What follows belongs to an exercise in optimizing a design on an open flow for small area, a short achievable clock period and few clock cycles; a production flow would make more cautious choices. Where RTL was checked, it was by simulation tests only, not by an equivalence proof against the original. No functional check of the RTL was part of run 5. Power figures rest on the tool's default switching activity, not on a simulated workload.

==> flow/design.v <==
`timescale 100 ns / 10 ps
module floatMult16 (floatA, floatB, product);
input  [15:0] floatA, floatB;
output [15:0] product;
wire [9:0] a = floatA[9:0];
wire [9:0] b = floatB[9:0];
wire [99:0] pp;
genvar gi, gj;
generate
    for (gi = 0; gi < 10; gi = gi + 1) begin : g_i
        for (gj = 0; gj < 10; gj = gj + 1) begin : g_j
            assign pp[gi*10+gj] = a[gi] & b[gj];
        end
    end
endgenerate
    wire s0 = pp[9] ^ pp[18];
    wire c0 = pp[9] & pp[18];
    wire s1 = pp[19] ^ pp[28] ^ pp[37];
    wire c1 = (pp[19] & pp[28]) | (pp[37] & (pp[19] ^ pp[28]));
    wire s2 = pp[46] ^ pp[55];
    wire c2 = pp[46] & pp[55];
    wire s3 = pp[29] ^ pp[38] ^ pp[47];
    wire c3 = (pp[29] & pp[38]) | (pp[47] & (pp[29] ^ pp[38]));
    wire s4 = pp[56] ^ pp[65];
    wire c4 = pp[56] & pp[65];
    wire s5 = pp[39] ^ pp[48] ^ pp[57];
    wire c5 = (pp[39] & pp[48]) | (pp[57] & (pp[39] ^ pp[48]));
    wire s6 = pp[6] ^ pp[15];
    wire c6 = pp[6] & pp[15];
    wire s7 = pp[7] ^ pp[16] ^ pp[25];
    wire c7 = (pp[7] & pp[16]) | (pp[25] & (pp[7] ^ pp[16]));
    wire s8 = pp[34] ^ pp[43];
    wire c8 = pp[34] & pp[43];
    wire s9 = pp[8] ^ pp[17] ^ pp[26];
    wire c9 = (pp[8] & pp[17]) | (pp[26] & (pp[8] ^ pp[17]));
    wire s10 = pp[35] ^ pp[44] ^ pp[53];
    wire c10 = (pp[35] & pp[44]) | (pp[53] & (pp[35] ^ pp[44]));
    wire s11 = pp[62] ^ pp[71];
    wire c11 = pp[62] & pp[71];
    wire s12 = pp[27] ^ pp[36] ^ pp[45];
    wire c12 = (pp[27] & pp[36]) | (pp[45] & (pp[27] ^ pp[36]));
    wire s13 = pp[54] ^ pp[63] ^ pp[72];
    wire c13 = (pp[54] & pp[63]) | (pp[72] & (pp[54] ^ pp[63]));
    wire s14 = pp[81] ^ pp[90] ^ s0;
    wire c14 = (pp[81] & pp[90]) | (s0 & (pp[81] ^ pp[90]));
    wire s15 = pp[64] ^ pp[73] ^ pp[82];
    wire c15 = (pp[64] & pp[73]) | (pp[82] & (pp[64] ^ pp[73]));
    wire s16 = pp[91] ^ a[0] ^ b[0];
    wire c16 = (pp[91] & a[0]) | (b[0] & (pp[91] ^ a[0]));
    wire s17 = s1 ^ s2 ^ c0;
    wire c17 = (s1 & s2) | (c0 & (s1 ^ s2));
    wire s18 = pp[74] ^ pp[83] ^ pp[92];
    wire c18 = (pp[74] & pp[83]) | (pp[92] & (pp[74] ^ pp[83]));
    wire s19 = a[1] ^ b[1] ^ s3;
    wire c19 = (a[1] & b[1]) | (s3 & (a[1] ^ b[1]));
    wire s20 = s4 ^ c1 ^ c2;
    wire c20 = (s4 & c1) | (c2 & (s4 ^ c1));
    wire s21 = pp[66] ^ pp[75] ^ pp[84];
    wire c21 = (pp[66] & pp[75]) | (pp[84] & (pp[66] ^ pp[75]));
    wire s22 = pp[93] ^ a[2] ^ b[2];
    wire c22 = (pp[93] & a[2]) | (b[2] & (pp[93] ^ a[2]));
    wire s23 = s5 ^ c3 ^ c4;
    wire c23 = (s5 & c3) | (c4 & (s5 ^ c3));
    wire s24 = pp[49] ^ pp[58] ^ pp[67];
    wire c24 = (pp[49] & pp[58]) | (pp[67] & (pp[49] ^ pp[58]));
    wire s25 = pp[76] ^ pp[85] ^ pp[94];
    wire c25 = (pp[76] & pp[85]) | (pp[94] & (pp[76] ^ pp[85]));
    wire s26 = a[3] ^ b[3] ^ c5;
    wire c26 = (a[3] & b[3]) | (c5 & (a[3] ^ b[3]));
    wire s27 = pp[59] ^ pp[68] ^ pp[77];
    wire c27 = (pp[59] & pp[68]) | (pp[77] & (pp[59] ^ pp[68]));
    wire s28 = pp[86] ^ pp[95] ^ a[4];
    wire c28 = (pp[86] & pp[95]) | (a[4] & (pp[86] ^ pp[95]));
    wire s29 = pp[69] ^ pp[78] ^ pp[87];
    wire c29 = (pp[69] & pp[78]) | (pp[87] & (pp[69] ^ pp[78]));
    wire s30 = pp[4] ^ pp[13];
    wire c30 = pp[4] & pp[13];
    wire s31 = pp[5] ^ pp[14] ^ pp[23];
    wire c31 = (pp[5] & pp[14]) | (pp[23] & (pp[5] ^ pp[14]));
    wire s32 = pp[32] ^ pp[41];
    wire c32 = pp[32] & pp[41];
    wire s33 = pp[24] ^ pp[33] ^ pp[42];
    wire c33 = (pp[24] & pp[33]) | (pp[42] & (pp[24] ^ pp[33]));
    wire s34 = pp[51] ^ pp[60] ^ s6;
    wire c34 = (pp[51] & pp[60]) | (s6 & (pp[51] ^ pp[60]));
    wire s35 = pp[52] ^ pp[61] ^ pp[70];
    wire c35 = (pp[52] & pp[61]) | (pp[70] & (pp[52] ^ pp[61]));
    wire s36 = s7 ^ s8 ^ c6;
    wire c36 = (s7 & s8) | (c6 & (s7 ^ s8));
    wire s37 = pp[80] ^ s9 ^ s10;
    wire c37 = (pp[80] & s9) | (s10 & (pp[80] ^ s9));
    wire s38 = s11 ^ c7 ^ c8;
    wire c38 = (s11 & c7) | (c8 & (s11 ^ c7));
    wire s39 = s12 ^ s13 ^ s14;
    wire c39 = (s12 & s13) | (s14 & (s12 ^ s13));
    wire s40 = c9 ^ c10 ^ c11;
    wire c40 = (c9 & c10) | (c11 & (c9 ^ c10));
    wire s41 = s15 ^ s16 ^ s17;
    wire c41 = (s15 & s16) | (s17 & (s15 ^ s16));
    wire s42 = c12 ^ c13 ^ c14;
    wire c42 = (c12 & c13) | (c14 & (c12 ^ c13));
    wire s43 = s18 ^ s19 ^ s20;
    wire c43 = (s18 & s19) | (s20 & (s18 ^ s19));
    wire s44 = c15 ^ c16 ^ c17;
    wire c44 = (c15 & c16) | (c17 & (c15 ^ c16));
    wire s45 = s21 ^ s22 ^ s23;
    wire c45 = (s21 & s22) | (s23 & (s21 ^ s22));
    wire s46 = c18 ^ c19 ^ c20;
    wire c46 = (c18 & c19) | (c20 & (c18 ^ c19));
    wire s47 = s24 ^ s25 ^ s26;
    wire c47 = (s24 & s25) | (s26 & (s24 ^ s25));
    wire s48 = c21 ^ c22 ^ c23;
    wire c48 = (c21 & c22) | (c23 & (c21 ^ c22));
    wire s49 = b[4] ^ s27 ^ s28;
    wire c49 = (b[4] & s27) | (s28 & (b[4] ^ s27));
    wire s50 = c24 ^ c25 ^ c26;
    wire c50 = (c24 & c25) | (c26 & (c24 ^ c25));
    wire s51 = pp[96] ^ a[5] ^ b[5];
    wire c51 = (pp[96] & a[5]) | (b[5] & (pp[96] ^ a[5]));
    wire s52 = s29 ^ c27 ^ c28;
    wire c52 = (s29 & c27) | (c28 & (s29 ^ c27));
    wire s53 = pp[79] ^ pp[88] ^ pp[97];
    wire c53 = (pp[79] & pp[88]) | (pp[97] & (pp[79] ^ pp[88]));
    wire s54 = a[6] ^ b[6] ^ c29;
    wire c54 = (a[6] & b[6]) | (c29 & (a[6] ^ b[6]));
    wire s55 = pp[89] ^ pp[98] ^ a[7];
    wire c55 = (pp[89] & pp[98]) | (a[7] & (pp[89] ^ pp[98]));
    wire s56 = pp[3] ^ pp[12];
    wire c56 = pp[3] & pp[12];
    wire s57 = pp[22] ^ pp[31] ^ pp[40];
    wire c57 = (pp[22] & pp[31]) | (pp[40] & (pp[22] ^ pp[31]));
    wire s58 = pp[50] ^ s31 ^ s32;
    wire c58 = (pp[50] & s31) | (s32 & (pp[50] ^ s31));
    wire s59 = s33 ^ s34 ^ c31;
    wire c59 = (s33 & s34) | (c31 & (s33 ^ s34));
    wire s60 = s35 ^ s36 ^ c33;
    wire c60 = (s35 & s36) | (c33 & (s35 ^ s36));
    wire s61 = s37 ^ s38 ^ c35;
    wire c61 = (s37 & s38) | (c35 & (s37 ^ s38));
    wire s62 = s39 ^ s40 ^ c37;
    wire c62 = (s39 & s40) | (c37 & (s39 ^ s40));
    wire s63 = s41 ^ s42 ^ c39;
    wire c63 = (s41 & s42) | (c39 & (s41 ^ s42));
    wire s64 = s43 ^ s44 ^ c41;
    wire c64 = (s43 & s44) | (c41 & (s43 ^ s44));
    wire s65 = s45 ^ s46 ^ c43;
    wire c65 = (s45 & s46) | (c43 & (s45 ^ s46));
    wire s66 = s47 ^ s48 ^ c45;
    wire c66 = (s47 & s48) | (c45 & (s47 ^ s48));
    wire s67 = s49 ^ s50 ^ c47;
    wire c67 = (s49 & s50) | (c47 & (s49 ^ s50));
    wire s68 = s51 ^ s52 ^ c49;
    wire c68 = (s51 & s52) | (c49 & (s51 ^ s52));
    wire s69 = s53 ^ s54 ^ c51;
    wire c69 = (s53 & s54) | (c51 & (s53 ^ s54));
    wire s70 = b[7] ^ s55 ^ c53;
    wire c70 = (b[7] & s55) | (c53 & (b[7] ^ s55));
    wire s71 = pp[99] ^ a[8] ^ b[8];
    wire c71 = (pp[99] & a[8]) | (b[8] & (pp[99] ^ a[8]));
    wire s72 = pp[2] ^ pp[11];
    wire c72 = pp[2] & pp[11];
    wire s73 = pp[21] ^ pp[30] ^ s56;
    wire c73 = (pp[21] & pp[30]) | (s56 & (pp[21] ^ pp[30]));
    wire s74 = s30 ^ s57 ^ c56;
    wire c74 = (s30 & s57) | (c56 & (s30 ^ s57));
    wire s75 = c30 ^ s58 ^ c57;
    wire c75 = (c30 & s58) | (c57 & (c30 ^ s58));
    wire s76 = c32 ^ s59 ^ c58;
    wire c76 = (c32 & s59) | (c58 & (c32 ^ s59));
    wire s77 = c34 ^ s60 ^ c59;
    wire c77 = (c34 & s60) | (c59 & (c34 ^ s60));
    wire s78 = c36 ^ s61 ^ c60;
    wire c78 = (c36 & s61) | (c60 & (c36 ^ s61));
    wire s79 = c38 ^ s62 ^ c61;
    wire c79 = (c38 & s62) | (c61 & (c38 ^ s62));
    wire s80 = c40 ^ s63 ^ c62;
    wire c80 = (c40 & s63) | (c62 & (c40 ^ s63));
    wire s81 = c42 ^ s64 ^ c63;
    wire c81 = (c42 & s64) | (c63 & (c42 ^ s64));
    wire s82 = c44 ^ s65 ^ c64;
    wire c82 = (c44 & s65) | (c64 & (c44 ^ s65));
    wire s83 = c46 ^ s66 ^ c65;
    wire c83 = (c46 & s66) | (c65 & (c46 ^ s66));
    wire s84 = c48 ^ s67 ^ c66;
    wire c84 = (c48 & s67) | (c66 & (c48 ^ s67));
    wire s85 = c50 ^ s68 ^ c67;
    wire c85 = (c50 & s68) | (c67 & (c50 ^ s68));
    wire s86 = c52 ^ s69 ^ c68;
    wire c86 = (c52 & s69) | (c68 & (c52 ^ s69));
    wire s87 = c54 ^ s70 ^ c69;
    wire c87 = (c54 & s70) | (c69 & (c54 ^ s70));
    wire s88 = c55 ^ s71 ^ c70;
    wire c88 = (c55 & s71) | (c70 & (c55 ^ s71));
    wire s89 = a[9] ^ b[9] ^ c71;
    wire c89 = (a[9] & b[9]) | (c71 & (a[9] ^ b[9]));
wire [21:0] r0 = {1'b0, 1'b1, s89, s88, s87, s86, s85, s84, s83, s82, s81, s80, s79, s78, s77, s76, s75, s74, s73, pp[20], pp[1], pp[0]};
wire [21:0] r1 = {1'b0, c89, c88, c87, c86, c85, c84, c83, c82, c81, c80, c79, c78, c77, c76, c75, c74, c73, c72, s72, pp[10], 1'b0};
wire [21:0] p = r0 + r1;
wire [5:0] esum = {1'b0, floatA[14:10]} + {1'b0, floatB[14:10]};
wire [6:0] e0 = {1'b0, esum} - 7'd15;
wire [6:0] e1 = {1'b0, esum} - 7'd14;
wire       ok0 = ~e0[6] & ~e0[5];
wire       ok1 = ~e1[6] & ~e1[5];
wire       nz  = (floatA != 16'd0) & (floatB != 16'd0);
wire [15:0] q0 = (nz & ok0) ? {floatA[15] ^ floatB[15], e0[4:0], p[19:10]} : 16'd0;
wire [15:0] q1 = (nz & ok1) ? {floatA[15] ^ floatB[15], e1[4:0], p[20:11]} : 16'd0;
assign product = p[21] ? q1 : q0;
endmodule
`timescale 100 ns / 10 ps
module floatAdd16 (floatA, floatB, sum);
input  [15:0] floatA, floatB;
output [15:0] sum;
wire        sa = floatA[15], sb = floatB[15];
wire [4:0]  ea = floatA[14:10], eb = floatB[14:10];
wire [10:0] fa = {1'b1, floatA[9:0]};
wire [10:0] fb = {1'b1, floatB[9:0]};
wire        sub = sa ^ sb;
wire a_zero = (floatA == 16'd0);
wire b_zero = (floatB == 16'd0);
wire cancel = (floatA[14:0] == floatB[14:0]) & sub;
wire [5:0] dab = {1'b0, ea} - {1'b0, eb};
wire [5:0] dba = {1'b0, eb} - {1'b0, ea};
wire       age = ~dab[5];                  
wire [10:0] sha = (dba[4] | (dba[3:0] > 4'd10)) ? 11'd0 : (fa >> dba[3:0]);
wire [10:0] shb = (dab[4] | (dab[3:0] > 4'd10)) ? 11'd0 : (fb >> dab[3:0]);
wire [4:0]  xe  = age ? ea : eb;
wire        xs  = age ? sa : sb;
wire [10:0] fx  = age ? fa : fb;
wire [10:0] fys = age ? shb : sha;
wire [4:0]  xe_p1 = xe + 5'd1;
wire [4:0]  xe_m1 = xe - 5'd1;
wire        xe_max = (xe == 5'd31);
wire        xe_min = (xe == 5'd0);
wire [11:0] s   = {1'b0, fx} + {1'b0, fys};
wire [10:0] r   = fx - fys;                
wire [14:0] res_add  = s[11] ? {xe_p1, s[10:1]} : {xe, s[9:0]};
wire        v_add    = ~(s[11] & xe_max);
wire [14:0] res_fsub = r[10] ? {xe, r[9:0]} : {xe_m1, r[8:0], 1'b0};
wire        v_fsub   = ~(~r[10] & xe_min);
wire        d0  = (ea == eb);
wire        da1 = (dab == 6'd1);             
wire        db1 = (dba == 6'd1);             
wire [11:0] r0  = {1'b0, fa} - {1'b0, fb};   
wire [10:0] r1  = fb - fa;                   
wire [10:0] r2  = fa - {1'b0, fb[10:1]};     
wire [10:0] r3  = fb - {1'b0, fa[10:1]};     
wire [10:0] rc  = d0 ? (r0[11] ? r1 : r0[10:0]) : (da1 ? r2 : r3);
wire        sc  = d0 ? (r0[11] ? sb : sa) : (da1 ? sa : sb);
wire        close = sub & (d0 | da1 | db1);
reg  [3:0]  lz;
integer k;
always @(*) begin
    lz = 4'd10;
    for (k = 0; k <= 10; k = k + 1)
        if (rc[k]) lz = 4'd10 - k[3:0];
end
wire [10:0] rn = rc << lz;
wire [5:0]  ec = {1'b0, xe} - {2'b0, lz};
wire use_b = a_zero;
wire use_a = ~a_zero & b_zero;
wire use_c = ~a_zero & ~b_zero & ~cancel & close;
wire use_s = ~a_zero & ~b_zero & ~cancel & ~close & sub;
wire use_d = ~a_zero & ~b_zero & ~cancel & ~sub;
assign sum = ({16{use_b}} & floatB)
           | ({16{use_a}} & floatA)
           | ({16{use_c & ~ec[5]}} & {sc, ec[4:0], rn[9:0]})
           | ({16{use_s & v_fsub}} & {xs, res_fsub})
           | ({16{use_d & v_add}}  & {xs, res_add});
endmodule
`timescale 100 ns / 10 ps
module processingElement16(reset, pend, image, filter, opA, opB, nz);
parameter DATA_WIDTH = 16;
parameter N = 25;
input  reset;
input  [N-1:1] pend;
input  [N*DATA_WIDTH-1:0] image, filter;
output [DATA_WIDTH-1:0] opA, opB;
output reg [N-1:1] nz;
wire [N-1:1] sel;
genvar t;
generate
	for (t = 1; t < N; t = t + 1) begin : g_sel
		if (t == 1) begin : g_first
			assign sel[t] = pend[t];
		end else begin : g_rest
			assign sel[t] = pend[t] & ~|pend[t-1:1];
		end
	end
endgenerate
reg [DATA_WIDTH-1:0] muxA, muxB;
integer j;
always @(*) begin
	muxA = 0;
	muxB = 0;
	for (j = 1; j < N; j = j + 1) begin
		muxA = muxA | ({DATA_WIDTH{sel[j]}} & image[DATA_WIDTH*j+:DATA_WIDTH]);
		muxB = muxB | ({DATA_WIDTH{sel[j]}} & filter[DATA_WIDTH*j+:DATA_WIDTH]);
		nz[j] = |image[DATA_WIDTH*j+:DATA_WIDTH];
	end
end
assign opA = reset ? image[DATA_WIDTH-1:0]  : muxA;
assign opB = reset ? filter[DATA_WIDTH-1:0] : muxB;
endmodule
`timescale 100 ns / 10 ps
module convUnit (
    clk,
    reset,
    image,
    filter,
    result,
    done
);
    parameter DATA_WIDTH = 16;
    parameter D = 1;
    parameter F = 5;
    localparam N = D*F*F;
    input clk, reset;
    input [N*DATA_WIDTH-1:0] image, filter;
    output reg [DATA_WIDTH-1:0] result;
    output reg done;   
    reg  [N-1:1] pend;      
    reg          last;      
    reg          valid;     
    reg          pvalid;    
    reg  [DATA_WIDTH-1:0] opA, opB, product;
    wire [N-1:1] nz;
    wire [DATA_WIDTH-1:0] selA, selB, multResult, addResult;
    wire any = |pend;
    processingElement16 #(.DATA_WIDTH(DATA_WIDTH), .N(N)) SEL (
        .reset (reset),
        .pend  (pend),
        .image (image),
        .filter(filter),
        .opA   (selA),
        .opB   (selB),
        .nz    (nz)
    );
    floatMult16 FM (opA, opB, multResult);
    floatAdd16 FADD (product, result, addResult);
    always @(posedge clk) begin
        pend    <= reset ? nz : (pend & (pend - 1'b1));
        opA     <= selA;
        opB     <= selB;
        valid   <= reset | any;
        product <= multResult;
    end
    always @(posedge clk, posedge reset) begin
        if (reset == 1'b1) begin
            last   <= 1'b0;
            done   <= 1'b0;
            pvalid <= 1'b0;
            result <= 0;
        end else begin
            last   <= ~any;
            done   <= last;
            pvalid <= valid;
            if (pvalid) result <= addResult;
        end
    end
endmodule
==> flow/flow/run.sh <==
#!/bin/bash
set -euo pipefail
export BUFFER_PORTS_ARGS="-buffer_cell sky130_fd_sc_hd__buf_1"
export SETUP_SLACK_MARGIN="${MARGIN:-$(cat flow/margin.txt)}"
bash standard.sh > standard.log 2>&1
==> flow/flow/margin.txt <==
12
==> flow/standard.sh <==
#!/bin/bash
# synth_recipe.tcl (not shown) runs the flow's synth.tcl, then flattens the netlist and writes it again
# the make line also repeats each setting of config.mk as NAME=value (left out here)
make -C /OpenROAD-flow-scripts/flow DESIGN_CONFIG=/design/flow/config.mk WORK_HOME=/design/flow/orfs CLKGATE_MAP_FILE= SYNTH_SCRIPT=/design/flow/synth_recipe.tcl "${@:-finish}"
==> flow/config.mk <==
export PLATFORM = sky130hd
export DESIGN_NAME = convUnit
export DESIGN_NICKNAME = convUnit
export VERILOG_FILES = /design/flow/design.v
export SDC_FILE = /design/flow/constraint.sdc
export NUM_CORES = 4
export LEC_CHECK = 0
export ABC_AREA = 1
export CAP_MARGIN = 20
export CORE_AREA = 5 5 245 245
export DIE_AREA = 0 0 250 250
export SLEW_MARGIN = 20
==> flow/constraint.sdc <==
create_clock -name core_clock -period 16.0 [get_ports {clk}]
set_input_delay 3.2000 -clock core_clock [delete_from_list [all_inputs] [get_ports {clk}]]
set_output_delay 3.2000 -clock core_clock [all_outputs]
set_load 0.01 [all_outputs]
==> out/summary.md, run 1 <==
The final period demand of the worst path works out to 5.00 ns. The global-route wire length before repair was 181000 um; the final estimated routing congestion in global placement was 1.06. The most repeated library cell on the critical path was sky130_fd_sc_hd__nand2_1.

The sum of routed wire length over all layers is 132000 um, and the DRC marker count from the first detailed-route iteration is 3037. The worst min-delay path category was register to register. Max-slew violation total from the final report: 0.

The logs give 16.29 ns for the endpoint required time on the critical path and 5.29 ns for the arrival time reported for the critical path endpoint. Hold buffer count at cts: 0. The launch point of the worst reg-to-reg path is opA[2]. The worst setup path is launched from a register. The number of global-route vias before repair is 25900, and the worst hold slack across all endpoints is 0.330 ns. Counting flops with an async set or reset pin after synthesis yields a share of 20.7%. Synthesis instantiated 73 different standard cells from the library.

The clock net in this run drives a total of 92 sinks. The sequential cell area is 2010 um2, and the floorplan die height is 250 um. The total overflow left after global routing is 0.

The die footprint came out at 62500 um2. The total negative slack for setup checks is 0 ns. TritonCTS built the clock tree.

IR analysis of the VDD net gives a maximum drop of 0.000259 V. The element type at the critical path end is a register. Measured on the finished design, the core utilization comes to 46.7%. For the final database, setup skew stands at 0.0142 ns. The worst setup path is of the register to register kind. The critical path goes through nand2_1 > inv_1 > fa_1 > fa_2 > fa_2 > fa_1 > fa_1 > ha_4 > a21oi_2 > o21ai_1 > a21oi_2 > inv_1 > a21oi_2 > o21bai_2 > nand2_1 > nand2_1 > nand2_1 > nand2_2 > nand3_2 > nand2_2 > xor2_2 > a22o_1. For this run, the number of Yosys warnings is 3. The flow ran to the end and the layout has no timing, DRC or antenna violations. Dividing total power by cell area gives a power density of 295 nW/um2. Headroom to the max-slew limit came out at 23.3%. The multi-input combinational cells in the finished layout cover a total of 16600 um2. The run gives 0.200 GHz as the highest clock rate. Detailed routing inserted a total of 27000 vias. Of the available clock period, the critical path in the final layout requires 31.2%.

Slew of the pin with the lowest slew margin: 1.15 ns. Counting flops and latches in the post-synthesis netlist gives 92. Setup violations remaining at the end of the flow were counted as 0. The initial core utilization is 32.5%, and the number of H-tree levels is 3. At the end of the flow, the number of nets in the layout was 4853. The average instance area after synthesis is 6.23 um2, and the DRC violation count after routing is 0. The max-capacitance violation count came out at 0. Counting the buffers created by CTS gives 9. The design draws 7.91 mW.

The number of cells on the worst reg-to-reg path is 22. Synthesis handed over a netlist of 2989 instances. The length of routed met3 wiring came out at 13300 um. Cells with a size suffix above 1 make up 17.9% of the layout.

The highest cell delay on the worst timing path was 0.57 ns; the HPWL after detailed placement was 109000 um. After filler insertion, the fill cell instance count of the layout stands at 6228. In this run the standard cell core region covers 57400 um2.

For this run, the leading register cell type out of synthesis is sky130_fd_sc_hd__dfxtp_1. The number of nets in the synthesized netlist is 3995. Highest routing layer actually used: met5. Counting flops with a built-in enable in the synthesized netlist gives 0.

The post-synthesis instance area was 18600 um2. The logs give 39.4% for the combined global-route utilization of all metal layers and 58000 um for the met2 routed wirelength. The floorplan has 88 rows. The logs give 0 for the number of hold violations in the final report and 4472 for the cell count after placement. The launch point of the worst path is opA[2]. Buffers placed on the I/O ports in this run total 818. After clock tree synthesis, the clock-pin slew on the worst setup and hold paths is 0.08 ns.

Number of antenna violations at the first check in global routing: 45. In the final routed layout, each cell accounts on average for 28.3 um. The slowest cell on the critical path is sky130_fd_sc_hd__fa_1. The library cell used most frequently in the layout, excluding fill and tap cells, is sky130_fd_sc_hd__buf_1. The tools report the maximum clock path buffer count as 2. The tools report the clock root buffer as sky130_fd_sc_hd__clkbuf_16. The later pin in the worst-skew pair is clocked with a latency of 0.40 ns.

In the final routing, the length of wire on met1 measures 47200 um. The worst hold path was traced through 0 stages. In this run the remaining antenna-violating nets after routing total 0. The area growth from synthesis to layout is 43.9%. The logs give 5 for the total iterations of the first detailed-routing run and 4651 for the final instance count without filler cells. Setup repair after global routing could not meet its margin everywhere. The detail-routed via count per cell is 5.80, and the largest net degree at the start of global routing is 41. Sequential elements use 10.4% of the synthesized area. The static leakage power is 11.9 nW. The width of the die came out at 250 um. In the layout the commonest cells are sky130_fd_sc_hd__buf_1, sky130_fd_sc_hd__nand2_1, sky130_fd_sc_hd__inv_1, sky130_fd_sc_hd__buf_4, sky130_fd_sc_hd__nor2_1. The highest net fanout along the worst path was 4. The worst hold path begins at valid. In this run the count of I/O pins placed on the die edge is 819.
[area by class of cell]
cell class | instances | area share, %
Antenna cell | 34 | 0.317
Clock buffer | 11 | 0.985
Clock inverter | 5 | 0.247
Inverter | 509 | 7.44
Multi-Input combinational cell | 2259 | 62.0
Sequential cell | 92 | 7.50
Tap cell | 765 | 3.57
Timing Repair Buffer | 976 | 17.9
[registers in the layout, indices dropped and copies added, names as in the netlist]
signal,cells
pvalid,1
opA,16
last,1
product,16
done,1
opB,16
result,16
pend,24
valid,1
[worst paths after layout]
path	endpoint	slack, ns
min reg2reg	pvalid	0.33
max reg2reg	product[8]	11.00
max in group asynchronous	result[6]	12.59
min in group asynchronous	result[5]	3.18
max	product[8]	11.00
min	pvalid	0.33
[routing by layer]
metal  up-vias  track usage (%)
met5         -                0
met4         4             32.2
met3       464             9.27
met2      1841             61.6
met1     12800             46.0
li1      11900                -
[repair_timing]
action	in CTS	in global routing
gates resized for setup	415	174
pin swaps	145	93
setup endpoints to repair	113	93
gates cloned	5	1
buffers inserted	95	27
[power breakdown]
part	switching (mW)	internal, mW	total (mW)
Combinational	4.38	2.84	7.22
Clock	0.118	0.137	0.255
Sequential	0.129	0.311	0.440
[per-stage QoR]
step / setup slack [ns] / cell area (um2)
floorplan: 11.22 / 19200
global placement: 10.49 / 22800
detailed placement: 10.52 / 22800
CTS: 11.03 / 25800
global route: 10.83 / 26800
finish: 11.00 / 26800
[kinds of logic (layout without fill, tap and decap cells)]
group                    Yosys count  after routing  share of synthesized area [%]
other                              0             34                              0
AO/OA/AOI/OAI                    690            690                           24.9
multiplexers                       1              1                         0.0537
adder cells (fa/ha/maj)          204            204                           17.3
flip-flops                        92             92                           10.4
XOR/XNOR                          61             61                           2.87
buffers and inverters            641           1501                           13.5
AND/OR/NAND/NOR                 1300           1303                           31.0
[critical path, delay by kind of cell (launching register included)]
| kind | cells | cell delay [ns] |
|---|---|---|
| simple gates | 7 | 0.50 |
| buf+inv | 2 | 0.13 |
| flops | 1 | 0.40 |
| xor+xnor | 1 | 0.15 |
| compound gates | 6 | 0.91 |
| fa+ha+maj | 6 | 2.78 |
[synthesized netlist by cell type, types with 10 or more instances]
| library cell | count | area share [%] |
|---|---|---|
| sky130_fd_sc_hd__o21ai_0 | 157 | 4.2 |
| sky130_fd_sc_hd__inv_1 | 486 | 9.8 |
| sky130_fd_sc_hd__a221oi_1 | 59 | 2.8 |
| sky130_fd_sc_hd__nor3_1 | 21 | 0.56 |
| sky130_fd_sc_hd__a211oi_1 | 37 | 1.5 |
| sky130_fd_sc_hd__a2111oi_0 | 20 | 0.94 |
| sky130_fd_sc_hd__nor2_2 | 11 | 0.37 |
| sky130_fd_sc_hd__ha_1 | 114 | 7.7 |
| sky130_fd_sc_hd__o21ai_1 | 16 | 0.43 |
| sky130_fd_sc_hd__a211o_1 | 14 | 0.66 |
| sky130_fd_sc_hd__xor2_1 | 43 | 2.0 |
| sky130_fd_sc_hd__a21oi_1 | 136 | 3.7 |
| sky130_fd_sc_hd__a41oi_1 | 23 | 1.1 |
| sky130_fd_sc_hd__a22oi_1 | 24 | 0.97 |
| sky130_fd_sc_hd__a31oi_1 | 20 | 0.67 |
| sky130_fd_sc_hd__dfxtp_1 | 73 | 7.8 |
| sky130_fd_sc_hd__inv_2 | 15 | 0.30 |
| sky130_fd_sc_hd__o22ai_1 | 36 | 1.2 |
| sky130_fd_sc_hd__nor4_1 | 85 | 2.9 |
| sky130_fd_sc_hd__clkbuf_1 | 99 | 2.0 |
| sky130_fd_sc_hd__a22o_1 | 45 | 2.1 |
| sky130_fd_sc_hd__nand3_1 | 129 | 3.5 |
| sky130_fd_sc_hd__buf_2 | 13 | 0.35 |
| sky130_fd_sc_hd__o31ai_1 | 10 | 0.40 |
| sky130_fd_sc_hd__nand4_1 | 91 | 3.1 |
| sky130_fd_sc_hd__o211ai_1 | 26 | 1.0 |
| sky130_fd_sc_hd__nand2_1 | 763 | 15 |
| sky130_fd_sc_hd__nor2_1 | 149 | 3.0 |
| sky130_fd_sc_hd__dfrtp_1 | 19 | 2.6 |
| sky130_fd_sc_hd__fa_1 | 90 | 9.7 |
| sky130_fd_sc_hd__xnor2_1 | 18 | 0.85 |
Testbench counts, summed over its fixed seeds: cycles 10,736.
==> run 2, diff against run 1 <==
==> flow/flow/margin.txt (replaced) <==
10
==> run 2 against run 1 <==
Net effect:
- still clean
- flip-flop and latch count unchanged
- non-clock buffer count decreased by 114
- via count decreased by 5.8%
- critical path type unchanged
- largest cell class unchanged
==> out/summary.md, run 2 <==
In the layout the commonest cells are sky130_fd_sc_hd__buf_1, sky130_fd_sc_hd__nand2_1, sky130_fd_sc_hd__inv_1, sky130_fd_sc_hd__o21ai_0, sky130_fd_sc_hd__nor2_1. The DRC marker count from the first detailed-route iteration is 3150 (+3.7%). The most repeated cell in the gate-level netlist after synthesis is sky130_fd_sc_hd__nand2_1. The flow ran to the end and the layout has no timing, DRC or antenna violations.

The number of antenna-violating nets in the routed design was 0 (unchanged); the highest net fanout along the worst path was 12 (+8). The clock transition time at the flip-flop clock pins of the worst setup and hold paths came out at 0.08 ns (about the same). The run gives 167000 um (-7.6%) as the global-route wire length before repair. The tools report the highest clock rate as 0.178 GHz (-11%).

The final period demand of the worst path is 5.62 ns (+0.622 ns), and the number of hold violations in the final report is 0 (unchanged). The maximum clock path buffer count is 2 (unchanged). Element type at the critical path end: a register.

The initial core utilization was 32.5% (unchanged); the total negative slack for setup checks was 0 ns (unchanged). The share of async-settable or async-resettable flops after synthesis was 20.7% (unchanged); the max-slew violation total from the final report was 0 (unchanged). The global route total overflow is 0 (unchanged), and the combined global-route utilization of all metal layers is 36.1% (-3.4 points). The number of enable-type register cells in the synthesized netlist is 0 (unchanged), and the die footprint is 62500 um2 (unchanged). The layout cell share with drive strength beyond 1 was 4.58% (-13 points); the post-route standard cell area excluding fillers was 22800 um2 (-15%). The flip-flop count of the largest register after layout is 24 (unchanged). The floorplan core area came out at 57400 um2 (unchanged).

The area growth from synthesis to final layout is 22.5%, and the total chip power is 6.12 mW (-23%). The worst setup path is of the register to register kind. For the number of sinks handled by clock tree synthesis, the log shows 92 (unchanged). The tools report the post-synthesis instance area as 18600 um2 (unchanged). The number of H-tree levels is 3 (unchanged), and the number of input and output port buffers inserted is 818 (unchanged). The worst slew margin relative to its limit is 21.9% (-1.4 points). The worst setup path is launched from a register. The library cell used most frequently in the layout, excluding fill and tap cells, is sky130_fd_sc_hd__buf_1.

The tools report the area after detailed placement as 22400 um2 (-1.5%). The static leakage power was 10.5 nW (-12%); the largest net degree at the start of global routing was 43 (+4.9%). The final number of setup-violating endpoints is 0 (unchanged). The number of rows in the core area came out at 88 (unchanged). The tools report the clock root buffer as sky130_fd_sc_hd__clkbuf_16. Setup repair after global routing could not meet its margin everywhere. The arrival time reported for the critical path endpoint is 5.88 ns (+0.59 ns), and the via count of the routed design is 25400 (-5.8%).

The slew of the pin with the lowest slew margin was 1.17 ns (+0.0234 ns); the sum of routed wire length over all layers was 120000 um (-8.9%). The commonest cells after synthesis are sky130_fd_sc_hd__nand2_1, sky130_fd_sc_hd__inv_1, sky130_fd_sc_hd__o21ai_0, sky130_fd_sc_hd__nor2_1, sky130_fd_sc_hd__a21oi_1. Power per standard cell area: 268 nW/um2 (-9.1%).

The worst min-delay path category was register to register. More flip-flops sit in one register than any other, and that register is pend. The average instance area after synthesis was 6.23 um2 (unchanged); the share of the cycle needed by the critical path after routing was 35.1% (+3.9 points). The tools report the total iterations of the first detailed-routing run as 8 (+3).

The floorplan die height is 250 um (unchanged), and the register area share after synthesis is 10.4% (unchanged). The count of pins on the block boundary came out at 819 (unchanged). The DRC violation count after routing is 0 (unchanged), and the max-capacitance violation count is 0 (unchanged). The detail-routed via count per cell is 5.64 (-2.8%). The tools report the net count of the mapped netlist as 3995 (unchanged). The logs give 16.26 ns (-0.03 ns) for the endpoint required time on the critical path and 4736 (-2.4%) for the number of nets in the finished design. Summed over all instances, the cell type with the most area after synthesis is sky130_fd_sc_hd__nand2_1. The synthesis-stage register bit count is 92 (unchanged).

The number of synthesis warnings was 3 (unchanged). By area the synthesized netlist is led by sky130_fd_sc_hd__nand2_1, sky130_fd_sc_hd__inv_1, sky130_fd_sc_hd__fa_1. TritonCTS built the clock tree. The clock network latency to the later pin of the worst-skew pair was 0.40 ns (about the same); the highest cell delay on the worst timing path was 0.71 ns (+0.14 ns). The share of the synthesized area in the top cell type was 15.4% (unchanged). The worst ir drop on vdd came out at 0.000177 V (-32%).

The post-detailed-route wirelength per cell came out at 26.6 um (-6.0%). The number of instances in the synthesized netlist is 2989 (unchanged), and the number of unique standard cell types used by synthesis is 73 (unchanged). The run gives 0 (unchanged) as the hold buffer count at cts. The number of antenna violations at the first check in global routing was 17 (-62%).

The post-route worst setup slack was 10.38 ns (-0.622 ns); the HPWL after detailed placement was 103000 um (-5.2%). The most numerous cell type found on the critical path is sky130_fd_sc_hd__inv_1. The run gives 24400 (-5.8%) as the number of global-route vias before repair.

The tools report the number of CTS-inserted buffers as 9 (unchanged). For the number of fill cells, the log shows 6564 (+5.4%). The run gives 0.0149 ns (+0.000670 ns) as the final clock skew.

The slowest cell on the critical path was sky130_fd_sc_hd__fa_2. The tools report the final estimated routing congestion in global placement as 1.10 (+4.3%). In the synthesized netlist the dominant register cell turns out to be sky130_fd_sc_hd__dfxtp_1.

The width of the die works out to 250 um (unchanged). The setup slack at placement came out at 10.13 ns (-0.387 ns).
[run 2: cell count changes in the layout (fill, tap and decap cells not counted), sizes merged, moves of 2 or more]
| cell | change |
|---|---|
| nand2 | -2 |
| inv | +5 |
| clkinvlp | -3 |
| diode | -26 |
| buf | -108 |
| clkinv | -2 |
| clkbuf | -4 |
[run 2: final timing paths]
kind	start	endpoint	slack [ns]	cells past startpoint
max reg2reg	result[10]	result[6]	10.38	29
max in group asynchronous	reset	result[11]	11.65	5
min in group asynchronous	reset	pvalid	3.48	4
min reg2reg	valid	pvalid	0.34	0
max	result[10]	result[6]	10.38	29
min	valid	pvalid	0.34	0
[run 2: per-layer routing]
metal	global-route usage [%]	wire length (um)	vias up
met1	46.4	47200	12000
li1	-	-	11700
met4	15.2	6320	10
met5	0	80	-
met2	58.4	54000	1546
met3	7.99	12400	236
[run 2: logic make-up after synthesis]
| logic type | count (synthesis) | share of synthesized area (%) |
|---|---|---|
| xor gates and xnor gates | 61 | 2.87 |
| adders and majority gates | 204 | 17.3 |
| buffers and inverters | 641 | 13.5 |
| DFF | 92 | 10.4 |
| AOI/OAI and AO/OA | 690 | 24.9 |
| muxes | 1 | 0.0537 |
| and+or+nand+nor | 1300 | 31.0 |
[run 2: where the power goes]
group	internal [mW]	switching [mW]	leakage, nW
registers	0.305	0.125	0.844
logic	1.89	3.56	9.48
clock network	0.116	0.114	0.140
total	2.32	3.80	10.5
[run 2: cell type report]
type | count | area (um2) | share of cell area, %
diodes | 8 | 20.0 | 0.0877
flip-flops and latches | 92 | 1960 | 8.57
clock buffers | 12 | 258 | 1.13
inverters | 509 | 1920 | 8.43
well taps | 765 | 957 | 4.19
repair buffers | 862 | 3400 | 14.9
clock inverters | 4 | 32.5 | 0.143
multi-input cells | 2256 | 14300 | 62.5
[run 2: what timing repair did]
item,CTS,global route
gates resized for setup,0,24
endpoints found under the setup margin,0,31
setup buffers,0,3
[run 2: metrics by stage]
| stage | hold WS, ns | util (%) | std cells |
|---|---|---|---|
| after floorplan | 0.316 | - | 2989 |
| after global routing | 0.336 | 39.8 | 4504 |
| after CTS | 0.334 | 39.6 | 4497 |
| after global placement | 0.318 | 39.1 | 4481 |
| final | 0.338 | 39.8 | 4508 |
| after detailed placement | 0.325 | 39.1 | 4481 |
[run 2: worst max-delay path: cells and delay by family, from the launching register on]
kind | cells | cell delay, ns
flip-flops | 1 | 0.46
AND/OR/NAND/NOR | 14 | 2.01
AO/OA/AOI/OAI | 5 | 0.72
adder cells (fa/ha/maj) | 3 | 1.38
buffers and inverters | 7 | 0.88
==> run 3, diff against run 2 <==
==> flow/flow/margin.txt (replaced) <==
11
==> run 3 against run 2 <==
Net effect:
- final cell count rose by 2.1%
- largest cell class unchanged
- critical endpoint is now product[8]
- flip-flop and latch count did not move
- clock-buffer cell count fell by 2
- synthesized cell count stayed put
- critical path type unchanged
- sequential share of layout area fell by 0.32 points
- core utilization grew 2.6 points
- fmax rose by 12%
- synthesized area unchanged
==> out/summary.md, run 3 <==
In the post-synthesis netlist, the biggest area contributors are sky130_fd_sc_hd__nand2_1, sky130_fd_sc_hd__inv_1, sky130_fd_sc_hd__fa_1. Floorplan core area: 57400 um2 (unchanged). STA classifies the critical path startpoint as a register. The biggest area contributor in the post-synthesis netlist is sky130_fd_sc_hd__nand2_1. The logs give 18600 um2 (unchanged) for the post-synthesis instance area and 0 (unchanged) for the max-slew violation total from the final report. The floorplan die height works out to 250 um (unchanged). The slew of the pin with the lowest slew margin works out to 1.19 ns (+0.0228 ns).

Worst slew margin relative to its limit: 20.4% (-1.5 points). The run gives 6 (-2) as the total iterations of the first detailed-routing run. For the register area share after synthesis, the log shows 10.4% (unchanged). Setup repair after global routing could not meet its margin everywhere. The logs give 0.0189 ns (+0.00403 ns) for the final clock skew and 9 (unchanged) for the number of CTS-inserted buffers. For the arrival time reported for the critical path endpoint, the log shows 5.27 ns (-0.61 ns). The power per standard cell area was 304 nW/um2 (+13%); the number of antenna violations at the first check in global routing was 10 (-7). The post-detailed-route wirelength per cell came out at 26.8 um (+0.59%). Among all flip-flop cells after synthesis, the most frequent one is sky130_fd_sc_hd__dfxtp_1. STA classifies the critical path endpoint as a register.

The tools report the final number of setup-violating endpoints as 0 (unchanged). Leaving out fill and tap cells, the most frequent cell in the layout is sky130_fd_sc_hd__buf_1. DRC violation count after routing: 0 (unchanged).

The detail-routed via count per cell came out at 5.66 (+0.34%). The HPWL after detailed placement was 104000 um (+0.63%). The final estimated routing congestion in global placement was 1.06 (-3.4%); the number of H-tree levels was 3 (unchanged).

The area growth from synthesis to final layout was 30.7%. The average instance area after synthesis is 6.23 um2 (unchanged). The worst ir drop on vdd is 0.000226 V (+28%).

For the total negative slack for setup checks, the log shows 0 ns (unchanged). The highest net fanout along the worst path is 6 (-6), and the number of instances in the synthesized netlist is 2989 (unchanged). The number of rows in the core area was 88 (unchanged); the cell depth of the worst min-delay path was 0 (unchanged).

TritonCTS built the clock tree. The clock transition time at the flip-flop clock pins of the worst setup and hold paths came out at 0.09 ns (about the same). For the sum of routed wire length over all layers, the log shows 123000 um (+2.7%). In the layout the commonest cells are sky130_fd_sc_hd__buf_1, sky130_fd_sc_hd__nand2_1, sky130_fd_sc_hd__inv_1, sky130_fd_sc_hd__o21ai_0, sky130_fd_sc_hd__nor2_1.

Largest net degree at the start of global routing: 59 (+37%). The final period demand of the worst path was 5.00 ns (-0.621 ns); the max-capacitance violation count was 0 (unchanged). The layout cell share with drive strength beyond 1 is 10.8% (+6.2 points).

The tools report the worst hold slack across all endpoints as 0.361 ns (+0.0231 ns). The highest clock rate is 0.200 GHz (+12%). The number of synthesis warnings was 3 (unchanged); the number of global-route vias before repair was 24900 (+1.9%). The flip-flop count of the largest register after layout is 24 (unchanged), and the number of sinks handled by clock tree synthesis is 92 (unchanged).

The width of the die works out to 250 um (unchanged). The run gives 819 (unchanged) as the count of pins on the block boundary. The share of async-settable or async-resettable flops after synthesis was 20.7% (unchanged); the number of hold violations in the final report was 0 (unchanged). For the clock network latency to the later pin of the worst-skew pair, the log shows 0.39 ns (about the same). Yosys instantiated no cell more often than sky130_fd_sc_hd__nand2_1. The flow ran to the end and the layout has no timing, DRC or antenna violations. The run gives 4833 (+2.0%) as the number of nets in the finished design.

The number of antenna-violating nets in the routed design came out at 0 (unchanged). More flip-flops sit in one register than any other, and that register is pend. The combined global-route utilization of all metal layers was 36.8% (+0.70 points).

The share of the cycle needed by the critical path after routing was 31.3% (-3.9 points); the cell count after placement was 4479 (-0.045%). After synthesis, the most frequently instantiated cells are sky130_fd_sc_hd__nand2_1, sky130_fd_sc_hd__inv_1, sky130_fd_sc_hd__o21ai_0, sky130_fd_sc_hd__nor2_1, sky130_fd_sc_hd__a21oi_1. The die footprint is 62500 um2 (unchanged). The number of input and output port buffers inserted works out to 818 (unchanged).

Global route total overflow: 0 (unchanged). For the endpoint required time on the critical path, the log shows 16.27 ns (about the same). The logs give 7.40 mW (+21%) for the total chip power and 2980 (-5.4%) for the DRC marker count from the first detailed-route iteration.

The worst min-delay path category was register to register. The share of the synthesized area in the top cell type is 15.4% (unchanged), and the number of enable-type register cells in the synthesized netlist is 0 (unchanged). The run gives 73 (unchanged) as the number of unique standard cell types used by synthesis. The synthesis-stage register bit count was 92 (unchanged); the final instance count without filler cells was 4604 (+2.1%). The depth of the most critical reg-to-reg path was 22 (-24%); the global-route wire length before repair was 171000 um (+2.0%). Net count of the mapped netlist: 3995 (unchanged).

The tools report the clock root buffer as sky130_fd_sc_hd__clkbuf_16. The start-to-end type of the worst setup path is register to register. Maximum clock path buffer count: 2 (unchanged). The via count of the routed design is 26100 (+2.5%), and the initial core utilization is 32.5% (unchanged). For the static leakage power, the log shows 11.0 nW (+5.3%).
## run 3: changes by cell type in the layout (fill, tap and decap cells not counted), sizes merged
cell,before,now
buf,861,955
clkbuf,13,11
inv,503,505
clkdlybuf4s18,0,1
clkinvlp,3,4
diode,8,7
nor2,166,167
## run 3: kinds of logic (layout without fill, tap and decap cells)
family | Yosys count | in the layout | share of synthesized area, %
other | 0 | 7 | 0
buffers and inverters | 641 | 1483 | 13.5
xor gates and xnor gates | 61 | 61 | 2.87
adders and majority gates | 204 | 204 | 17.3
DFF | 92 | 92 | 10.4
muxes | 1 | 1 | 0.0537
and+or+nand+nor | 1300 | 1301 | 31.0
AOI/OAI and AO/OA | 690 | 690 | 24.9
## run 3: final cells by class
type / count / area (um2)
Antenna cell: 7 / 17.5
Clock buffer: 10 / 239
Clock inverter: 6 / 53.8
Fill cell: 6385 / 33000
Inverter: 509 / 1960
Multi-Input combinational cell: 2257 / 15000
Sequential cell: 92 / 2010
Tap cell: 765 / 957
Timing Repair Buffer: 957 / 4140
Timing Repair inverter: 1 / 5.00
## run 3: where the power goes
part	leakage [nW]	internal, mW	switching (mW)	total, mW
Sequential	0.835	0.310	0.120	0.430
Combinational	10.0	2.57	4.17	6.74
Clock	0.142	0.113	0.122	0.235
Total	11.0	3.00	4.41	7.40
## run 3: what timing repair did
action	CTS	global route
pin swaps	15	69
hold endpoints to repair	0	0
hold buffers	0	0
setup buffers	23	77
resized for setup	104	143
gates cloned	1	1
setup endpoints to repair	36	35
## run 3: layer usage
metal / routed length (um) / track usage [%] / vias to the layer above
li1: - / - / 11900
met5: 124 / 1.31 / -
met4: 6960 / 16.5 / 4
met2: 54300 / 57.5 / 1705
met1: 48400 / 47.6 / 12200
met3: 13500 / 9.56 / 265
## run 3: metrics by stage
step	instance area, um2	setup slack (ns)	util (%)
2_1_floorplan	18600	11.04	-
3_3_place_gp	22400	10.07	39.1
5_1_grt	24300	10.85	42.4
3_5_place_dp	22400	10.06	39.1
4_1_cts	23300	10.96	40.5
6_report	24300	11.00	42.4
## run 3: final timing paths
path | startpoint | to | slack, ns
setup / recovery | opA[3] | product[8] | 11.00
hold / removal | last | done | 0.36
setup reg to reg | opA[3] | product[8] | 11.00
hold reg to reg | last | done | 0.36
max in group asynchronous | reset | result[9] | 11.72
min in group asynchronous | reset | result[15] | 3.24
## run 3: critical path, stage by stage, from the launching register on
cell and delay (ns):
sky130_fd_sc_hd__dfxtp_4 0.42, sky130_fd_sc_hd__nand2_1 0.08, sky130_fd_sc_hd__inv_1 0.05, sky130_fd_sc_hd__fa_1 0.56
sky130_fd_sc_hd__fa_1 0.46, sky130_fd_sc_hd__fa_2 0.59, sky130_fd_sc_hd__fa_1 0.42, sky130_fd_sc_hd__fa_1 0.54
sky130_fd_sc_hd__ha_4 0.23, sky130_fd_sc_hd__a21oi_2 0.18, sky130_fd_sc_hd__o21ai_2 0.07, sky130_fd_sc_hd__a21oi_2 0.13
sky130_fd_sc_hd__inv_1 0.06, sky130_fd_sc_hd__a21oi_2 0.17, sky130_fd_sc_hd__o21bai_4 0.11, sky130_fd_sc_hd__nand2_1 0.09
sky130_fd_sc_hd__nand2_2 0.06, sky130_fd_sc_hd__nand2_1 0.07, sky130_fd_sc_hd__nand2_2 0.07, sky130_fd_sc_hd__nand3_2 0.07
sky130_fd_sc_hd__nand2_2 0.06, sky130_fd_sc_hd__xor2_2 0.15, sky130_fd_sc_hd__a22o_1 0.21
==> run 4, diff against run 3 <==
--- a/flow/config.mk
+++ b/flow/config.mk
@@ -8,5 +8,5 @@
 export ABC_AREA = 1
-export CAP_MARGIN = 20
+export CAP_MARGIN = 0
 export CORE_AREA = 5 5 245 245
 export DIE_AREA = 0 0 250 250
-export SLEW_MARGIN = 20
+export SLEW_MARGIN = 0
==> run 4 against run 3 <==
Net effect:
- still clean
- clock skew rose by 0.0040 ns
- via count fell by 0.54%
- design area fell by 0.68%
- clock-buffer cell count fell by 1
- sequential power barely moved
- die area did not move
- sequential share of layout area rose by 0.083 points
- total power fell by 1.2%
- fmax fell by 0.82%
- flip-flop and latch count did not move
- critical endpoint is now opA[10]
- largest power group unchanged
- highest routed layer unchanged
==> out/summary.md, run 4 <==
The run finished with no timing, DRC or antenna violations. Average instance area after synthesis: 6.23 um2 (unchanged). The run gives 73 (unchanged) as the number of unique standard cell types used by synthesis. The cell count after placement is 4477 (-0.045%), and the number of buffers and inverters on the critical path is 2 (unchanged). Setup repair after global routing could not meet its margin everywhere. The number of global-route vias before repair was 24900 (-0.044%); the HPWL after detailed placement was 104000 um (-0.17%). The worst slew margin relative to its limit came out at 8.13% (-12 points). Floorplan core area: 57400 um2 (unchanged). The number of antenna violations at the first check in global routing is 14 (+4). The xor/xnor cell area share of the yosys netlist was 2.87% (unchanged).

The area growth from synthesis to layout is 29.8%. For the DRC marker count from the first detailed-route iteration, the log shows 3097 (+3.9%). The width of the die was 250 um (unchanged). The worst hold path belongs to the class register to register.

The share of the synthesized area in the top cell type was 15.4% (unchanged); the number of H-tree levels was 3 (unchanged). For the number of sinks handled by clock tree synthesis, the log shows 92 (unchanged). The layout cell share with drive strength beyond 1 was 10.3% (-0.52 points). The net count of the mapped netlist was 3995 (unchanged).

The clock network latency to the later pin of the worst-skew pair was 0.40 ns (about the same). The DRC violation count after routing was 0 (unchanged); the static leakage power was 10.9 nW (-0.83%). The critical path is of the input port to register type. TritonCTS built the clock tree. The most repeated cell in the gate-level netlist after synthesis is sky130_fd_sc_hd__nand2_1.

Among cell families on the critical path, the largest total delay comes from compound AO/OA/AOI/OAI gates. Die footprint: 62500 um2 (unchanged). The run gives 14900 um2 (-0.11%) as the multi-input logic area. The share of the cycle needed by the critical path after routing is 31.5% (+0.26 points), and the total negative slack for setup checks is 0 ns (unchanged).

The power per standard cell area is 303 nW/um2 (-0.48%). Counting flops per register, the top entry is pend. The number of antenna-violating nets in the routed design is 0 (unchanged), and the post-synthesis simple-gate area fraction is 31.0% (unchanged).

For the number of hold violations in the final report, the log shows 0 (unchanged). The synthesized-area fraction occupied by adder cells is 17.3% (unchanged), and the number of input and output port buffers inserted is 818 (unchanged). The run gives 5.24 ns (-0.03 ns) as the arrival time reported for the critical path endpoint. The dominant combinational cell family by area after synthesis was simple AND/OR/NAND/NOR gates. The largest total area in the synthesized netlist belongs to sky130_fd_sc_hd__nand2_1.

Walking the worst path, the cells encountered are buf_1 > inv_1 > o22ai_1 > a211oi_2 > nand3_1 > a211oi_1 > a41oi_1. STA classifies the critical path startpoint as an input port. Among all stages on the critical path, the largest delay is contributed by sky130_fd_sc_hd__a211oi_1.

The number of synthesis warnings is 3 (unchanged), and the total iterations of the first detailed-routing run is 9 (+3). The highest net fanout along the worst path is 2 (-4), and the global route total overflow is 0 (unchanged). The run gives 0.198 GHz (-0.82%) as the highest clock rate. The tools report the sequential cell area as 2010 um2 (+0.31%). The clock transition time at the flip-flop clock pins of the worst setup and hold paths is 0.09 ns (about the same).

Count of pins on the block boundary: 819 (unchanged). The run gives 36.7% (-0.060 points) as the combined global-route utilization of all metal layers. The number of fill cells was 6390 (+0.078%); the share of async-settable or async-resettable flops after synthesis was 20.7% (unchanged). The final instance count without filler cells is 4584 (-0.43%). Sorting the synthesized cells by area gives the leading types as sky130_fd_sc_hd__nand2_1, sky130_fd_sc_hd__inv_1, sky130_fd_sc_hd__fa_1.

The highest cell delay on the worst timing path works out to 0.70 ns (+0.11 ns). The commonest cells after synthesis are sky130_fd_sc_hd__nand2_1, sky130_fd_sc_hd__inv_1, sky130_fd_sc_hd__o21ai_0, sky130_fd_sc_hd__nor2_1, sky130_fd_sc_hd__a21oi_1. The tools report the number of instances in the synthesized netlist as 2989 (unchanged).

In the layout the commonest cells are sky130_fd_sc_hd__buf_1, sky130_fd_sc_hd__nand2_1, sky130_fd_sc_hd__inv_1, sky130_fd_sc_hd__o21ai_0, sky130_fd_sc_hd__nor2_1. The detail-routed via count per cell was 5.66 (-0.11%). Final clock skew: 0.0229 ns (+0.00400 ns). For the endpoint required time on the critical path, the log shows 16.20 ns (-0.07 ns).

Post-synthesis instance area: 18600 um2 (unchanged). Floorplan die height: 250 um (unchanged). The global-route wire length before repair came out at 170000 um (-0.23%). The post-detailed-route wirelength per cell was 26.8 um (+0.20%); the final period demand of the worst path was 5.04 ns (+0.0414 ns). The run gives 88 (unchanged) as the number of rows in the core area. The run gives 1.06 (unchanged) as the final estimated routing congestion in global placement. The register area share after synthesis was 10.4% (unchanged); the final cell utilization of the core was 42.1% (-0.29 points).

The multiplexer share of the synthesized area came out at 0.0537% (unchanged). The max-capacitance violation count was 0 (unchanged); the initial core utilization was 32.5% (unchanged). The tree is rooted in a sky130_fd_sc_hd__clkbuf_16. For this run, the leading register cell type out of synthesis is sky130_fd_sc_hd__dfxtp_1. The slew of the pin with the lowest slew margin was 1.37 ns (+0.180 ns). The run gives 0 (unchanged) as the max-slew violation total from the final report. The flip-flop count of the largest register after layout came out at 24 (unchanged).

Synthesis-stage register bit count: 92 (unchanged). Number of enable-type register cells in the synthesized netlist: 0 (unchanged). The post-synthesis compound-gate area fraction came out at 24.9% (unchanged). The worst setup path is captured at a register. The number of CTS-inserted buffers was 9 (unchanged); the largest net degree at the start of global routing was 59 (unchanged). For the final number of setup-violating endpoints, the log shows 0 (unchanged). The most common library cell in the layout ignoring fill and taps is sky130_fd_sc_hd__buf_1. The maximum clock path buffer count is 2 (unchanged). The sum of routed wire length over all layers was 123000 um (-0.24%); the via count of the routed design was 25900 (-0.54%).

For the number of nets in the finished design, the log shows 4813 (-0.41%). Worst ir drop on vdd: 0.000237 V (+4.7%).
==> run 4: cell counts after synthesis <==
No cell type changed its count.
==> run 4: worst paths after layout <==
check	startpoint	endpoint	slack [ns]	cells past startpoint
max	image[122]	opA[10]	10.96	7
min	last	done	0.36	0
max reg2reg	opA[3]	product[8]	11.05	22
min reg2reg	last	done	0.36	0
max in group asynchronous	reset	result[9]	11.73	4
min in group asynchronous	reset	result[15]	3.24	3
==> run 4: cell families (layout without fill, tap and decap cells) <==
logic type,Yosys count,after routing
AOI/OAI and AO/OA,690,690
buffers and inverters,641,1463
other,0,7
muxes,1,1
xor gates and xnor gates,61,61
DFF,92,92
and+or+nand+nor,1300,1301
adders and majority gates,204,204
==> run 4: through the flow <==
step | total power, mW | instance area, um2 | setup WS, ns | hold slack [ns]
2_1_floorplan | 4.43 | 18600 | 11.04 | 0.316
3_3_place_gp | 5.85 | 22400 | 10.07 | 0.335
3_5_place_dp | 5.76 | 22400 | 10.05 | 0.339
4_1_cts | 6.42 | 23300 | 10.99 | 0.359
5_1_grt | 7.91 | 24200 | 10.86 | 0.386
6_report | 7.32 | 24200 | 10.96 | 0.364
==> run 4: report_power, final <==
| group | leakage (nW) | total [mW] | internal [mW] | switching (mW) |
|---|---|---|---|---|
| clock | 0.145 | 0.235 | 0.110 | 0.125 |
| sequential | 0.836 | 0.431 | 0.310 | 0.121 |
| combinational | 9.95 | 6.65 | 2.53 | 4.12 |
==> run 4: cell type report <==
class	instances	share of cell area, %
clock buffer	9	0.932
clock inverter	7	0.259
tap	765	3.96
inverter	509	8.10
timing repair buffer	938	16.5
sequential	92	8.33
multi-input combinational	2257	61.8
antenna	7	0.0725
==> run 4: layer usage <==
metal	part of all wire (%)	vias to the layer above	GRT usage (%)
met5	0.039	-	0
met2	44	1736	57.2
met1	40	12100	47.6
met4	6.1	8	17.3
li1	-	11800	-
met3	10	301	9.33
==> run 4: worst register-to-register path, stage by stage, from the launching register on <==
cell and delay [ns]:
sky130_fd_sc_hd__dfxtp_4 0.46, sky130_fd_sc_hd__nand2_2 0.06, sky130_fd_sc_hd__inv_1 0.07, sky130_fd_sc_hd__fa_1 0.45, sky130_fd_sc_hd__fa_2 0.57, sky130_fd_sc_hd__fa_2 0.44, sky130_fd_sc_hd__fa_1 0.49, sky130_fd_sc_hd__fa_1 0.56
sky130_fd_sc_hd__ha_4 0.22, sky130_fd_sc_hd__a21oi_2 0.19, sky130_fd_sc_hd__o21ai_2 0.09, sky130_fd_sc_hd__a21oi_2 0.13, sky130_fd_sc_hd__inv_1 0.06, sky130_fd_sc_hd__a21oi_2 0.14, sky130_fd_sc_hd__o21bai_2 0.13, sky130_fd_sc_hd__nand2_1 0.11
sky130_fd_sc_hd__nand2_2 0.07, sky130_fd_sc_hd__nand2_2 0.06, sky130_fd_sc_hd__nand2_2 0.06, sky130_fd_sc_hd__nand3_2 0.07, sky130_fd_sc_hd__nand2_2 0.06, sky130_fd_sc_hd__xor2_2 0.15, sky130_fd_sc_hd__a22o_1 0.21
==> run 4: timing repair <==
item | CTS | global route
hold buffers | 0 | 0
setup endpoints to repair | 36 | 32
setup buffers | 33 | 50
pin swaps | 16 | 62
cloned | 1 | 0
resized for setup | 101 | 149
==> run 5, diff against run 4 <==
--- a/flow/design.v
+++ b/flow/design.v
@@ -322,4 +322,2 @@
     reg          last;      
-    reg          valid;     
-    reg          pvalid;    
     reg  [DATA_WIDTH-1:0] opA, opB, product;
@@ -343,4 +341,2 @@
         opB     <= selB;
-        valid   <= reset | any;
-        product <= multResult;
     end
@@ -348,11 +344,11 @@
         if (reset == 1'b1) begin
-            last   <= 1'b0;
-            done   <= 1'b0;
-            pvalid <= 1'b0;
-            result <= 0;
+            last    <= 1'b0;
+            done    <= 1'b0;
+            product <= 0;
+            result  <= 0;
         end else begin
-            last   <= ~any;
-            done   <= last;
-            pvalid <= valid;
-            if (pvalid) result <= addResult;
+            last    <= ~any;
+            done    <= last;
+            product <= multResult;
+            result  <= addResult;
         end
--- a/flow/config.mk
+++ b/flow/config.mk
@@ -8,5 +8,5 @@
 export ABC_AREA = 1
-export CAP_MARGIN = 0
+export CAP_MARGIN = 20
 export CORE_AREA = 5 5 245 245
 export DIE_AREA = 0 0 250 250
-export SLEW_MARGIN = 0
+export SLEW_MARGIN = 20
==> run 5 against run 4 <==
Net effect:
- clock skew fell by 0.0070 ns
- clock-buffer cell count is the same
- wire length is 15% higher
- global-route usage rose by 5.8 points
- fmax down 0.49%
==> out/summary.md, run 5 <==
The run finished with no timing, DRC or antenna violations. The arrival time reported for the critical path endpoint is 5.23 ns (about the same). Among all flip-flop cells after synthesis, the most frequent one is sky130_fd_sc_hd__dfxtp_1. The flip-flop count of the largest register after layout was 24 (unchanged); the sequential cell area was 2040 um2 (+1.4%). The critical path goes through buf_1 > inv_1 > nor2_1 > a221oi_1 > nand3_1 > nor2_1 > a41oi_1. The slowest stage of the critical path belongs to the cell sky130_fd_sc_hd__a221oi_1. The tools report the number of nets in the finished design as 4751 (-1.3%). Cell class contributing the biggest share of worst-path delay: compound AO/OA/AOI/OAI gates.

The logs give 16.16 ns (-0.04 ns) for the endpoint required time on the critical path and 3 (unchanged) for the number of H-tree levels. The synthesis-stage register bit count came out at 90 (-2.2%). The maximum clock path buffer count is 2 (unchanged).

The number of antenna violations at the first check in global routing was 77 (+63). The logs give 90.5% (-0.4 points) for the combinational power share and 4.15 mW (-5.0%) for the switching power. The run gives 3441 (+11%) as the DRC marker count from the first detailed-route iteration. The number of hold violations in the final report came out at 0 (unchanged).

The area after detailed placement was 22200 um2 (-0.98%); the average instance area after synthesis was 6.31 um2 (+1.2%). In this run the clock root is driven by a sky130_fd_sc_hd__clkbuf_16. The tools report the initial core utilization as 32.1% (-0.42 points). The combined global-route utilization of all metal layers was 42.5% (+5.8 points). The run gives 9 (unchanged) as the number of CTS-inserted buffers. Post-synthesis instance area: 18400 um2 (-1.3%).

The highest clock rate was 0.197 GHz (-0.49%); the post-route standard cell area excluding fillers was 24100 um2 (-0.14%). The area growth from synthesis to final layout was 31.3%; the switching part of the total was 60.1% (+0.35 points). The register area share after synthesis was 10.7% (+0.33 points).

The number of synthesis warnings came out at 3 (unchanged). For the power share of the clock group, the log shows 3.5% (+0.3 points). The commonest cells after synthesis are sky130_fd_sc_hd__nand2_1, sky130_fd_sc_hd__inv_1, sky130_fd_sc_hd__nor2_1, sky130_fd_sc_hd__nand3_1, sky130_fd_sc_hd__a21oi_1.

The run gives 190000 um (+12%) as the global-route wire length before repair. The worst slew margin relative to its limit is 12.8% (+4.7 points), and the largest net degree at the start of global routing is 74 (+25%). The highest cell delay on the worst timing path was 1.03 ns (+0.33 ns). The detail-routed via count per cell came out at 5.88 (+4.0%).

The logs give 9.97 ns (-0.0808 ns) for the setup slack at placement and 0 (unchanged) for the DRC violation count after routing. The clock transition time at the flip-flop clock pins of the worst setup and hold paths came out at 0.08 ns (about the same). For the final estimated routing congestion in global placement, the log shows 1.18 (+11%). The number of enable-type register cells in the synthesized netlist was 0 (unchanged); the max-capacitance violation count was 0 (unchanged). The net count of the mapped netlist is 3922 (-1.8%), and the share of the synthesized area in the top cell type is 15.4% (-0.022 points). The most repeated library cell on the critical path was sky130_fd_sc_hd__nor2_1. The logs give 121000 um (+17%) for the HPWL after detailed placement and 42.1% (-0.059 points) for the final cell utilization of the core. The share of the cycle needed by the critical path after routing is 31.7% (+0.16 points), and the post-route worst setup slack is 10.93 ns (-0.0249 ns). The post-detailed-route wirelength per cell came out at 31.1 um (+16%). The element type at the critical path end was a register.

The layout cell share with drive strength beyond 1 was 10.4% (+0.14 points). The start-to-end type of the worst setup path was input port to register. STA classifies the critical path startpoint as an input port. For the part of the total power dissipated in sequential elements, the log shows 6.1% (+0.2 points).

Sorting the synthesized cells by area gives the leading types as sky130_fd_sc_hd__nand2_1, sky130_fd_sc_hd__fa_1, sky130_fd_sc_hd__inv_1. The tools report the die footprint as 62500 um2 (unchanged). Multi-input logic area: 14800 um2 (-1.3%). For the total iterations of the first detailed-routing run, the log shows 8 (-1).

The number of input and output port buffers inserted is 818 (unchanged), and the worst hold slack across all endpoints is 0.355 ns (-0.00888 ns). Counting flops per register, the top entry is pend. TritonCTS built the clock tree. The final clock skew was 0.0159 ns (-0.00703 ns). For the count of pins on the block boundary, the log shows 819 (unchanged).

Floorplan core area: 57400 um2 (unchanged). The worst ir drop on vdd was 0.000206 V (-13%); the number of antenna-violating nets in the routed design was 0 (unchanged). The global route total overflow is 0 (unchanged), and the power per standard cell area is 286 nW/um2 (-5.4%). The highest net fanout along the worst path works out to 2 (unchanged). The slew of the pin with the lowest slew margin is 1.31 ns (-0.0663 ns), and the number of global-route vias before repair is 25400 (+2.0%). The final period demand of the worst path came out at 5.07 ns (+0.0249 ns). For the max-slew violation total from the final report, the log shows 0 (unchanged). The largest total area in the synthesized netlist belongs to sky130_fd_sc_hd__nand2_1. For the final number of setup-violating endpoints, the log shows 0 (unchanged). The internal power contribution was 2.76 mW (-6.4%). The total negative slack for setup checks is 0 ns (unchanged), and the sum of routed wire length over all layers is 142000 um (+15%). In the layout the commonest cells are sky130_fd_sc_hd__buf_1, sky130_fd_sc_hd__nand2_1, sky130_fd_sc_hd__inv_1, sky130_fd_sc_hd__nor2_1, sky130_fd_sc_hd__nand3_1. Setup repair after global routing could not meet its margin everywhere.

The number of fill cells is 6395 (+0.078%). The floorplan die height came out at 250 um (unchanged). The clock network latency to the later pin of the worst-skew pair was 0.41 ns (about the same); the share of async-settable or async-resettable flops after synthesis was 37.8% (+17 points). Most repeated cell in the gate-level netlist after synthesis: sky130_fd_sc_hd__nand2_1.

The number of sinks handled by clock tree synthesis is 90 (-2.2%), and the width of the die is 250 um (unchanged). The static leakage power is 10.6 nW (-3.2%), and the number of buffers and inverters on the critical path is 2 (unchanged). The number of instances in the synthesized netlist was 2916 (-2.4%). The via count of the routed design came out at 26800 (+3.4%). Most common library cell in the layout ignoring fill and taps: sky130_fd_sc_hd__buf_1. The number of unique standard cell types used by synthesis was 68 (-6.8%); the number of rows in the core area was 88 (unchanged). The worst min-delay path category is register to register.
==> run 5: cell count changes in the layout (fill, tap and decap cells not counted), sizes merged, moves of 18 or more <==
cell / before / now
a22o: 45 / 26
diode: 7 / 45
nand4: 91 / 111
a211oi: 37 / 12
a221oi: 59 / 81
a22oi: 24 / 56
nor4: 85 / 106
nand3: 131 / 155
o21ai: 179 / 135
o22ai: 36 / 18
inv: 506 / 456
==> run 5: layer usage <==
layer	vias to the layer above	share of wire [%]	GRT usage, %
met5	-	0.14	0
met4	34	10	35.1
met3	505	11	13.9
met2	2019	43	65.1
met1	12500	35	48.1
li1	11700	-	-
==> run 5: layout make-up <==
| cell class | instances | share of cell area (%) |
|---|---|---|
| timing repair buffer | 945 | 17.4 |
| antenna | 45 | 0.466 |
| multi-input combinational | 2236 | 61.1 |
| tap | 765 | 3.96 |
| sequential | 90 | 8.46 |
| clock buffer | 9 | 0.933 |
| clock inverter | 7 | 0.326 |
| inverter | 463 | 7.36 |
==> run 5: cells by family after synthesis <==
| logic type | after synthesis | synth area share [%] |
|---|---|---|
| fa+ha+maj | 204 | 17.6 |
| mux | 4 | 0.218 |
| simple gates | 1351 | 33.1 |
| xor+xnor | 62 | 2.95 |
| compound gates | 614 | 22.8 |
| buf+inv | 591 | 12.6 |
| flops | 90 | 10.7 |
==> run 5: final timing paths <==
| kind | startpoint | end | slack, ns | cells past startpoint |
|---|---|---|---|---|
| worst max register to register | pend[7] | opA[15] | 11.00 | 13 |
| worst min-delay path | last | done | 0.35 | 0 |
| min in group asynchronous | reset | done | 3.14 | 3 |
| worst max-delay path | image[287] | opA[15] | 10.93 | 7 |
| worst min register to register | last | done | 0.35 | 0 |
| max in group asynchronous | reset | product[5] | 11.91 | 4 |
==> run 5: through the flow <==
stage	power, mW	std cells
2_1_floorplan	4.18	2916
3_5_place_dp	5.53	4409
5_1_grt	7.49	4551
3_3_place_gp	5.59	4408
6_report	6.91	4560
4_1_cts	6.07	4451
==> run 5: timing repair <==
action / in CTS / in global routing
hold buffers: 0 / 0
buffers inserted: 25 / 60
endpoints found under the setup margin: 44 / 41
resized for setup: 94 / 140
pin swaps: 12 / 51
cloned: 1 / 2
==> run 5: power by group through the flow <==
stage               clock network [mW]  registers, mW  logic [mW]
global route                     0.248          0.421        6.82
finish                           0.239          0.421        6.25
floorplan                            0          0.360        3.82
CTS                              0.241          0.421        5.41
global placement                     0          0.425        5.17
detailed placement                   0          0.426        5.10

[what the ideal ports hide]
The flow's constraints put no driver on any port. The routed layouts listed below were extracted and timed again, unchanged, in two steps.
Step 1 sets driving cells, clkbuf_16 on the clock port and buf_2 on the other inputs (assumed; they add their load-dependent delay and slew).
Step 2 times the ports against the registers' clock, not the clock port: input delays grow and output delays shrink by t, the midpoint of the rising clock arrivals with the driver on.
Three values: no drivers, after step 1, after step 2; two values: the first two.
| run | shift t [ns] | setup WS [ns] |
|---|---|---|
| run 1 | 0.452 | 11.000 / 11.000 / 10.998 |
| run 2 | 0.451 | 10.378 / 10.378 / 10.330 |
| run 3 | 0.440 | 10.999 / 10.999 / 10.634 |
| run 4 | 0.444 | 10.958 / 10.995 / 10.551 |
| run 5 | 0.465 | 10.933 / 10.971 / 10.506 |
After both steps every run listed still meets setup and hold.
